Context: an optimization exercise on an open-source flow, tuned for small area and a short achievable clock period. The choices shown serve that exercise and are no tape-out recipe. In this exercise RTL edits were held to simulation tests only and were not proved equivalent to the original. Power and IR drop assume default switching activity.

==> flow/design.v (outline; a module is shown in full before it is edited, if it fits) <==
// module runnnn_video: 345 lines
// module rom_digits: 1058 lines
// module rom_ability: 748 lines
// module rom_tile: 837 lines
// module rom_p1: 469 lines
// module rom_p2: 550 lines
// module rom_block: 119 lines
// module rom_tbcd: 308 lines
// module rom_decode: 157 lines
module runnnn_video (input  logic        clk,
                     input  logic        reset,
                     input  logic [31:0] p1x, p1y, p2x, p2y,
                     input  logic [7:0]  p1ab, p2ab, scene,
                     input  logic [31:0] f1, f2, tick,
                     output logic [7:0]  VGA_R, VGA_G, VGA_B,
                     output logic        VGA_HS, VGA_VS, VGA_BLANK_N, VGA_SYNC_N
                    );
  // ...
==> flow/flow/run.sh <==
#!/bin/bash
# Own layout flow: the standard ORFS flow, with the synthesis step's ABC
# mapping script replaced by an area-oriented one (and no full-adder
# extraction), and port buffers made with buf_1. All other steps are the
# standard ones. Each step's output is logged in this folder.
set -euo pipefail
W=$(pwd)
rm -rf "$W/myscripts"
cp -r "$FLOW_HOME/scripts" "$W/myscripts"
cp "$W/flow/abc_area.script" "$W/myscripts/abc_speed.script"
bash standard.sh SCRIPTS_DIR="$W/myscripts" ADDER_MAP_FILE= synth > "$W/flow_synth.log" 2>&1
bash standard.sh "BUFFER_PORTS_ARGS=-buffer_cell sky130_fd_sc_hd__buf_1" finish > "$W/flow_layout.log" 2>&1
==> flow/flow/abc_area.script <==
strash
&get -n
&dch -f
&put
amap
strash
&get -n
&dch -f
&put
amap
topo
stime -c
==> flow/standard.sh <==
#!/bin/bash
# synth_recipe.tcl (not shown) runs the flow's synth.tcl, then flattens the netlist and writes it again
# the make line also repeats each setting of config.mk as NAME=value (left out here)
make -C /OpenROAD-flow-scripts/flow DESIGN_CONFIG=/design/flow/config.mk WORK_HOME=/design/flow/orfs CLKGATE_MAP_FILE= SYNTH_SCRIPT=/design/flow/synth_recipe.tcl "${@:-finish}"
==> flow/config.mk <==
export PLATFORM = sky130hd
export DESIGN_NAME = runnnn_video
export DESIGN_NICKNAME = runnnn_video
export VERILOG_FILES = /design/flow/design.v
export SDC_FILE = /design/flow/constraint.sdc
export NUM_CORES = 4
export LEC_CHECK = 0
export CAP_MARGIN = 20
export CORE_MARGIN = 2
export CORE_UTILIZATION = 40
export GPL_TIMING_DRIVEN = 0
export SLEW_MARGIN = 20
export SYNTH_MEMORY_MAX_BITS = 65536
==> flow/constraint.sdc <==
create_clock -name core_clock -period 250.0 [get_ports {clk}]
set_input_delay 50.0000 -clock core_clock [delete_from_list [all_inputs] [get_ports {clk}]]
set_output_delay 50.0000 -clock core_clock [all_outputs]
set_load 0.01 [all_outputs]
==> impl_metrics.toml, run 1 <==
[status]
outcome = "timing/DRC/antenna clean"

[logic_synthesis]
synth_compound_area_share_pct = 41.83
synth_warnings = 1
yosys_register_bits = 59
yosysTopAreaCellShare_pct = 21.44
synthCells = 3514
synth_seq_area_share_pct = 6.513
synth_top_family_by_area = "simple AND/OR/NAND/NOR gates"
synth_xor_area_share_pct = 0.3864
yosysMostFrequentCell = "nor2_1"

[timing]
hold_slack_ns = 0.4902
fin_crit_ns = 60.68
setup_slack_ns = 189.32
fmax_mhz = 16.48

[cells_and_area]
post-route-util_pct = 45.29
area_growth_pct = 12.61
multi_input_area_sq_mm = 0.01554
inv_count = 427
seq_share_pct = 5.784

[power]
netSwitchingPower_uw = 71.64
power_density_mw_per_mm2 = 5.886
sequentialPower_uw = 12.6
powerClk_uw = 13.6
power-top-group = "combinational logic"
p_total_uw = 120.2
power_frac_seq_pct = 10.5
p_comb_uw = 94.0

[global_route]
overflow = 0
grtUsageMet3_pct = 17.06

[worst_setup_path]
max_stage_delay_ns = 0.88
crit_start = "scene[4]"
critical_path_class = "in2reg"
cp-end-kind = "flip-flop"
reg2reg_depth = 40

[route]
wl_met1_um = 38720
avgRoutedWirePerCell_um = 24.69
drc = 0
ant_nets = 0

[die]
fp.dieH_um = 216.9

[placed_design]
dp_slack_ns = 189.26
hpwl_um = 80890

[clock_network]
numCtsBuffers = 9
==> run 2: changes to the inputs <==
--- a/flow/config.mk
+++ b/flow/config.mk
@@ -7,3 +7,3 @@
 export LEC_CHECK = 0
-export CAP_MARGIN = 20
+export CAP_MARGIN = 0
 export CORE_MARGIN = 2
@@ -11,3 +11,3 @@
 export GPL_TIMING_DRIVEN = 0
-export SLEW_MARGIN = 20
+export SLEW_MARGIN = 0
 export SYNTH_MEMORY_MAX_BITS = 65536
==> impl_metrics.toml, run 2 <==
[placed_design]
dp.cells = 4331
gp_congestion = 1.180
hpwl_um = 81270
placed_area_sq_mm = 0.01997
io_buffers = 187

[worst_setup_path]
timing.rr.end = "pcid[1]$_DFF_P_"
crit_fanout = 18
critical_path_class = "in2reg"
cp.arrival_ns = 61.39
cp-end-kind = "flip-flop"
reg2reg_depth = 41
start_kind = "input port"
cp.required_ns = 250.22
cp_slowest_cell = "nor2b_1"
worstReg2RegStart = "h[1]$_DFF_P_"
ff2ff_setup_slack_ns = 233.98
max_stage_delay_ns = 0.98

[clock_network]
clk_latency_ns = 0.35
clk_pin_slew_worst_paths_ns = 0.05
cts_tree = "yes"
cts.sinks = 59
numCtsBuffers = 9
htree_levels = 3
cts_hold_buf = 0
cts_resized = 0
post_cts_buffers = 0
clock_path_buffers = 2
ctsRootBufferMaster = "clkbuf_16"

[power]
p_total_uw = 119.6
power_density_mw_per_mm2 = 5.889
power.leakage_uw = 0.006302
netSwitchingPower_uw = 72.21
irDropWorstVdd_mv = 0.007621
combPwrFrac_pct = 78.7
power_frac_seq_pct = 10.5
p_sw_share_pct = 60.40
power.clock.fraction_pct = 10.8
internal-power_uw = 47.33

[status]
so_faults = "capacitance limit, slew limit"
outcome = "complete, but fails checks"

[route]
via_per_inst = 6.907
ant_nets = 0
drt-total-wl_um = 107900
vias = 30090
drc = 0
avgRoutedWirePerCell_um = 24.77
drtIter0Drc = 6058
dr.pass1.iters = 12

[timing]
setup_violations = 0
tightest_slew_ns = 1.517
slew_headroom_pct = -1.145
fmax_mhz = 16.35
drv_slew = 16
hold_viol = 0
fin_crit_ns = 61.17
grt_setup_unrepaired = "false"
tns_ns = 0
period_share_pct = 24.47
finalClockSkew_ns = 0.006667

[logic_synthesis]
synth_seq_area_share_pct = 6.513
synth_compound_area_share_pct = 41.83
synth_top_cell_by_area = "nor2_1"
syn_area_per_cell_sq_um = 5.161
syn_nets = 3764
yosys_register_bits = 59
synth-adder-area-share_pct = 0
synth_top_family_by_area = "simple AND/OR/NAND/NOR gates"
syn_area_sq_mm = 0.01813
synth_xor_area_share_pct = 0.3864
synth.area.mux_share_pct = 0
synth_warnings = 1
ys.flop_type = "dfxtp_1"
yosysMostFrequentCell = "nor2_1"
synthSimpleGateAreaFrac_pct = 42.37
yosysTopAreaCellShare_pct = 21.44
ys_async_sr_fraction_pct = 0
synth_area_leaders = "nor2_1 (21%), o21ai_0 (9.9%), clkinv_1 (8.8%), a21oi_1 (7.6%), dfxtp_1 (6.5%)"
synthTopCellsByCount = "nor2_1 (1036), clkinv_1 (427), o21ai_0 (357)"
synth_edf_count = 0
synthCells = 3514
yosysUniqueCellTypes = 59

[cells_and_area]
post-route-util_pct = 45.02
final_common_cell = "nor2_1"
final_cell_mix = "nor2_1 (1035), clkinv_1 (427), o21ai_0 (344)"
reg.largest.list = "h: 10 flops, v: 10 flops, tt: 8 flops"
area_growth_pct = 11.94
instances_no_fill = 4356
n_fill_cell = 5088
drive_gt1_share_pct = 1.708
nNetsFinal = 3993
finalInstanceArea_sq_mm = 0.02030

[die]
core_area_sq_mm = 0.04509
fp.dieH_um = 216.9
row_count = 78
start_util_pct = 40.22
dieArea_sq_mm = 0.04706
ios = 278
die_w_um = 216.9

[global_route]
grt_use_total_pct = 43.81
grt_max_degree = 49
overflow = 0
grt_pass1_wl_um = 159800
first_global_vias = 26420
antenna_found_initial = 8

[min_path]
hold_path_end = "yq[4]$_SDFFE_PP0P_"
hold_start = "yq[4]$_SDFFE_PP0P_"
hold_depth = 2
hold_path_class = "reg2reg"

[run]
max_cap_viol_count = 2
## run 2: cell counts after synthesis
No cell type changed its count.
## run 2: metal layers
layer | up-vias | part of all wire [%] | GRT usage, %
met5 | - | 0.038 | 0.3125
met3 | 848 | 15 | 15.53
met4 | 4 | 8.4 | 26.07
met2 | 2842 | 40 | 65.16
met1 | 13110 | 37 | 54.18
li1 | 13290 | - | -
## run 2: metrics by stage
step                setup slack (ns)  hold WS (ns)
global placement              187.69        0.4695
detailed placement            189.25        0.4814
CTS                           189.57        0.4888
global route                  188.58        0.4952
finish                        188.83        0.4908
floorplan                     192.30        0.4529
## run 2: power groups by stage
stage	Sequential [uW]	Clock [uW]	Combinational, uW
final	12.6	12.9	94.1
after global routing	12.6	13.4	103
after CTS	12.4	13.0	90.3
after detailed placement	12.6	0	89.9
after global placement	12.7	0	90.3
after floorplan	11.8	0	62.2
## run 2: area by class of cell
type	instances	area, sq um	share of cell area, %
multi-input cells	3027	15440	76.06
inverters	427	1603	7.896
flip-flops and latches	59	1181	5.819
repair buffers	218	994.7	4.900
well taps	600	750.7	3.698
clock buffers	9	225.2	1.109
clock inverters	7	77.57	0.3821
diodes	8	20.02	0.09862
plain buffers	1	7.507	0.03698
## run 2: cell families (layout without fill, tap and decap cells)
family | Yosys count | after routing
AO/OA/AOI/OAI | 1208 | 1208
XOR/XNOR | 8 | 8
buffers and inverters | 428 | 662
flip-flops | 59 | 59
other | 1 | 9
AND/OR/NAND/NOR | 1810 | 1810
## run 2: how the worst max path moves through the flow
stage,cells after the start,to,slack (ns),start
5_1_grt,35,pcid[1]$_DFF_P_,188.58,scene[4]
2_1_floorplan,33,pcid[1]$_DFF_P_,192.30,scene[4]
4_1_cts,35,pcid[1]$_DFF_P_,189.57,scene[4]
6_report,35,pcid[1]$_DFF_P_,188.83,scene[4]
3_5_place_dp,35,pcid[1]$_DFF_P_,189.25,scene[4]
3_3_place_gp,34,pcid[1]$_DFF_P_,187.69,scene[4]
## run 2: worst max-delay path, delay by kind of cell
kind,cells,cell delay [ns]
AND/OR/NAND/NOR,15,5.25
AO/OA/AOI/OAI,13,3.89
buffers and inverters,7,2.21
==> run 3: changes to the inputs <==
==> flow/flow/abc_area.script (replaced) <==
strash
dch -f
amap
topo
stime -c
--- a/flow/config.mk
+++ b/flow/config.mk
@@ -7,7 +7,7 @@
 export LEC_CHECK = 0
-export CAP_MARGIN = 0
+export CAP_MARGIN = 20
 export CORE_MARGIN = 2
-export CORE_UTILIZATION = 40
+export CORE_UTILIZATION = 50
 export GPL_TIMING_DRIVEN = 0
-export SLEW_MARGIN = 0
+export SLEW_MARGIN = 20
 export SYNTH_MEMORY_MAX_BITS = 65536
==> impl_metrics.toml, run 3 <==
[power]
power_density_mw_per_mm2 = 6.287
power.leakage_uw = 0.006389
combPwrFrac_pct = 79.8
p_sw_share_pct = 61.58
power_frac_seq_pct = 9.7
netSwitchingPower_uw = 79.02
internal-power_uw = 49.30
irDropWorstVdd_mv = 0.007066
p_total_uw = 128.3
power.clock.fraction_pct = 10.5

[logic_synthesis]
ys.flop_type = "dfxtp_1"
syn_area_sq_mm = 0.01835
synth_seq_area_share_pct = 6.436
syn_area_per_cell_sq_um = 5.227
synthCells = 3511
yosysTopAreaCellShare_pct = 20.55
yosysUniqueCellTypes = 62
ys_async_sr_fraction_pct = 0
syn_nets = 3761
synthTopCellsByCount = "nor2_1 (1005), clkinv_1 (435), o21ai_0 (360)"
yosysMostFrequentCell = "nor2_1"
yosys_register_bits = 59
synth_warnings = 1
synth_top_cell_by_area = "nor2_1"
synth_edf_count = 0
synth_area_leaders = "nor2_1 (21%), o21ai_0 (9.8%), clkinv_1 (8.9%), a21oi_1 (6.8%), dfxtp_1 (6.4%)"

[timing]
slew_headroom_pct = 15.78
hold_viol = 0
drv_slew = 0
finalClockSkew_ns = 0.01429
setup_violations = 0
tns_ns = 0
fmax_mhz = 16.61
period_share_pct = 24.08
fin_crit_ns = 60.19
tightest_slew_ns = 1.250
hold_slack_ns = 0.5275
grt_setup_unrepaired = "false"

[cells_and_area]
seq_area_sq_mm = 0.001182
final_common_cell = "nor2_1"
final_cell_mix = "nor2_1 (1003), clkinv_1 (435), o21ai_0 (340)"
multi_input_area_sq_mm = 0.01570
reg.largest.list = "h: 10 flops, v: 10 flops, tt: 8 flops"
nNetsFinal = 3987
area_growth_pct = 11.22
drive_gt1_share_pct = 2.058
n_fill_cell = 3670

[clock_network]
post_cts_buffers = 0
cts_tree = "yes"
htree_levels = 3
clk_latency_ns = 0.36
clk_pin_slew_worst_paths_ns = 0.06
clock_path_buffers = 2
cts.sinks = 59
cts_resized = 0
cts_hold_buf = 0
numCtsBuffers = 9
ctsRootBufferMaster = "clkbuf_16"

[worst_setup_path]
path_delay_family = "compound AO/OA/AOI/OAI gates"
cp.required_ns = 250.22
start_kind = "input port"
crit_buf_inv = 7
crit_fanout = 24
cp_slowest_cell = "clkinv_1"
crit_top_cell = "nor2_1"
max_stage_delay_ns = 1.01
critical_path_class = "in2reg"
cp.arrival_ns = 60.42
cp-end-kind = "flip-flop"

[placed_design]
io_buffers = 187
gp_congestion = 1.259
hpwl_um = 77950

[route]
ant_nets = 0
drtIter0Drc = 7938
drt-total-wl_um = 105500
via_per_inst = 7.555
drc = 0
dr.pass1.iters = 36
avgRoutedWirePerCell_um = 25.04
vias = 31820

[die]
row_count = 70
core_area_sq_mm = 0.03635
ios = 278
fp.dieH_um = 195.6
dieArea_sq_mm = 0.03825
start_util_pct = 50.49
die_w_um = 195.6

[min_path]
hold_path_class = "reg2reg"

[global_route]
grt_pass1_wl_um = 158900
first_global_vias = 28580
antenna_found_initial = 3
overflow = 0
grt_max_degree = 43
grt_use_total_pct = 52.42

[status]
outcome = "timing/DRC/antenna clean"

[run]
max_cap_viol_count = 0
[run 3: cell types whose count changed in the layout (fill, tap and decap cells not counted), moves of 7 or more]
cell,previous run,this run
o41ai_1,8,22
a211oi_1,31,51
nor2_1,1035,1003
clkinv_1,427,435
nand3_1,41,51
buf_4,18,10
o21bai_1,15,7
nor3_1,226,216
o22ai_1,91,79
nand2_1,300,307
a21oi_1,271,245
a22oi_1,26,17
a31oi_1,90,81
o21a_1,45,52
[run 3: metal layers]
layer  vias up  wire [um]  share of wire, %  GRT usage [%]
met1     13520      34930                33          59.96
met2      3678      40260                38          74.71
li1      13340          -                 -              -
met4        14      10890                10          36.53
met3      1268      19120                18          27.05
met5         -        284              0.27          4.725
[run 3: worst register-to-register path: cells and delay by family, from the launching register on]
family                 cells  cell delay (ns)
AOI/OAI and AO/OA         13             4.56
buffers and inverters      6             3.47
DFF                        1             0.89
and+or+nand+nor           15             5.75
[run 3: cell type report]
| cell class | instances | area share (%) |
|---|---|---|
| Antenna cell | 2 | 0.02452 |
| Buffer | 1 | 0.03678 |
| Clock buffer | 9 | 1.103 |
| Clock inverter | 7 | 0.4046 |
| Inverter | 435 | 7.999 |
| Multi-Input combinational cell | 3016 | 76.89 |
| Sequential cell | 59 | 5.793 |
| Tap cell | 468 | 2.869 |
| Timing Repair Buffer | 215 | 4.879 |
[run 3: kinds of logic after synthesis]
kind of cell	synth area share (%)
xor+xnor	0.3341
buf+inv	8.938
other cells	0.02043
compound gates	42.93
simple gates	41.34
flops	6.436
[run 3: per-stage QoR]
stage | util [%] | instances | worst slack (ns) | cell area (sq um)
final | 56.16 | 4212 | 189.81 | 20410
after global routing | 56.15 | 4211 | 189.54 | 20410
after CTS | 56.06 | 4209 | 190.47 | 20380
after detailed placement | 55.22 | 4193 | 190.20 | 20070
after global placement | 54.03 | 4166 | 187.80 | 19640
after floorplan | - | 3511 | 192.40 | 18350
[run 3: power groups by stage]
stage | Combinational, uW | Clock [uW] | Sequential, uW
6_report | 102 | 13.5 | 12.5
4_1_cts | 95.9 | 13.2 | 12.2
3_5_place_dp | 95.3 | 0 | 12.4
2_1_floorplan | 65.7 | 0 | 11.7
5_1_grt | 110 | 13.9 | 12.5
3_3_place_gp | 92.8 | 0 | 12.3
[run 3: path summary, 6_finish.rpt]
path                      start                 end  slack (ns)  depth (start not counted)
min reg2reg  yq[4]$_SDFFE_PP0P_  yq[4]$_SDFFE_PP0P_        0.53                          2
max reg2reg        h[4]$_DFF_P_     pcid[1]$_DFF_P_      235.22                         34
min          yq[4]$_SDFFE_PP0P_  yq[4]$_SDFFE_PP0P_        0.53                          2
max                    scene[4]     pcid[1]$_DFF_P_      189.81                         33

[port drivers added, routing unchanged]
How much do the figures lean on ideal ports? The routed layouts below were timed once more, with nothing changed but the port constraints. Step 1: set_driving_cell puts a clkbuf_16 on clk and a buf_2 on each other input, an assumption about the parent block. Step 2, shift: input delay + t, output delay - t, t = (earliest + latest rising clock arrival at the registers) / 2. This alone moves slack from input paths to output paths. Slacks: no drivers / after step 1 / after step 2; pairs: no drivers / after step 1.
run | t (ns) | setup slack, ns | hold slack, ns
run 1 | 0.385 | 189.321 / 189.345 / 188.961 | 0.490 / 0.490 / 0.490
run 2 | 0.398 | 188.831 / 188.858 / 188.461 | 0.491 / 0.491 / 0.491
run 3 | 0.402 | 189.809 / 189.830 / 189.427 | 0.527 / 0.527 / 0.527
For run 3, which loses most, drivers alone change the setup slack by +0.021 ns; drivers and shift together by -0.382 ns.
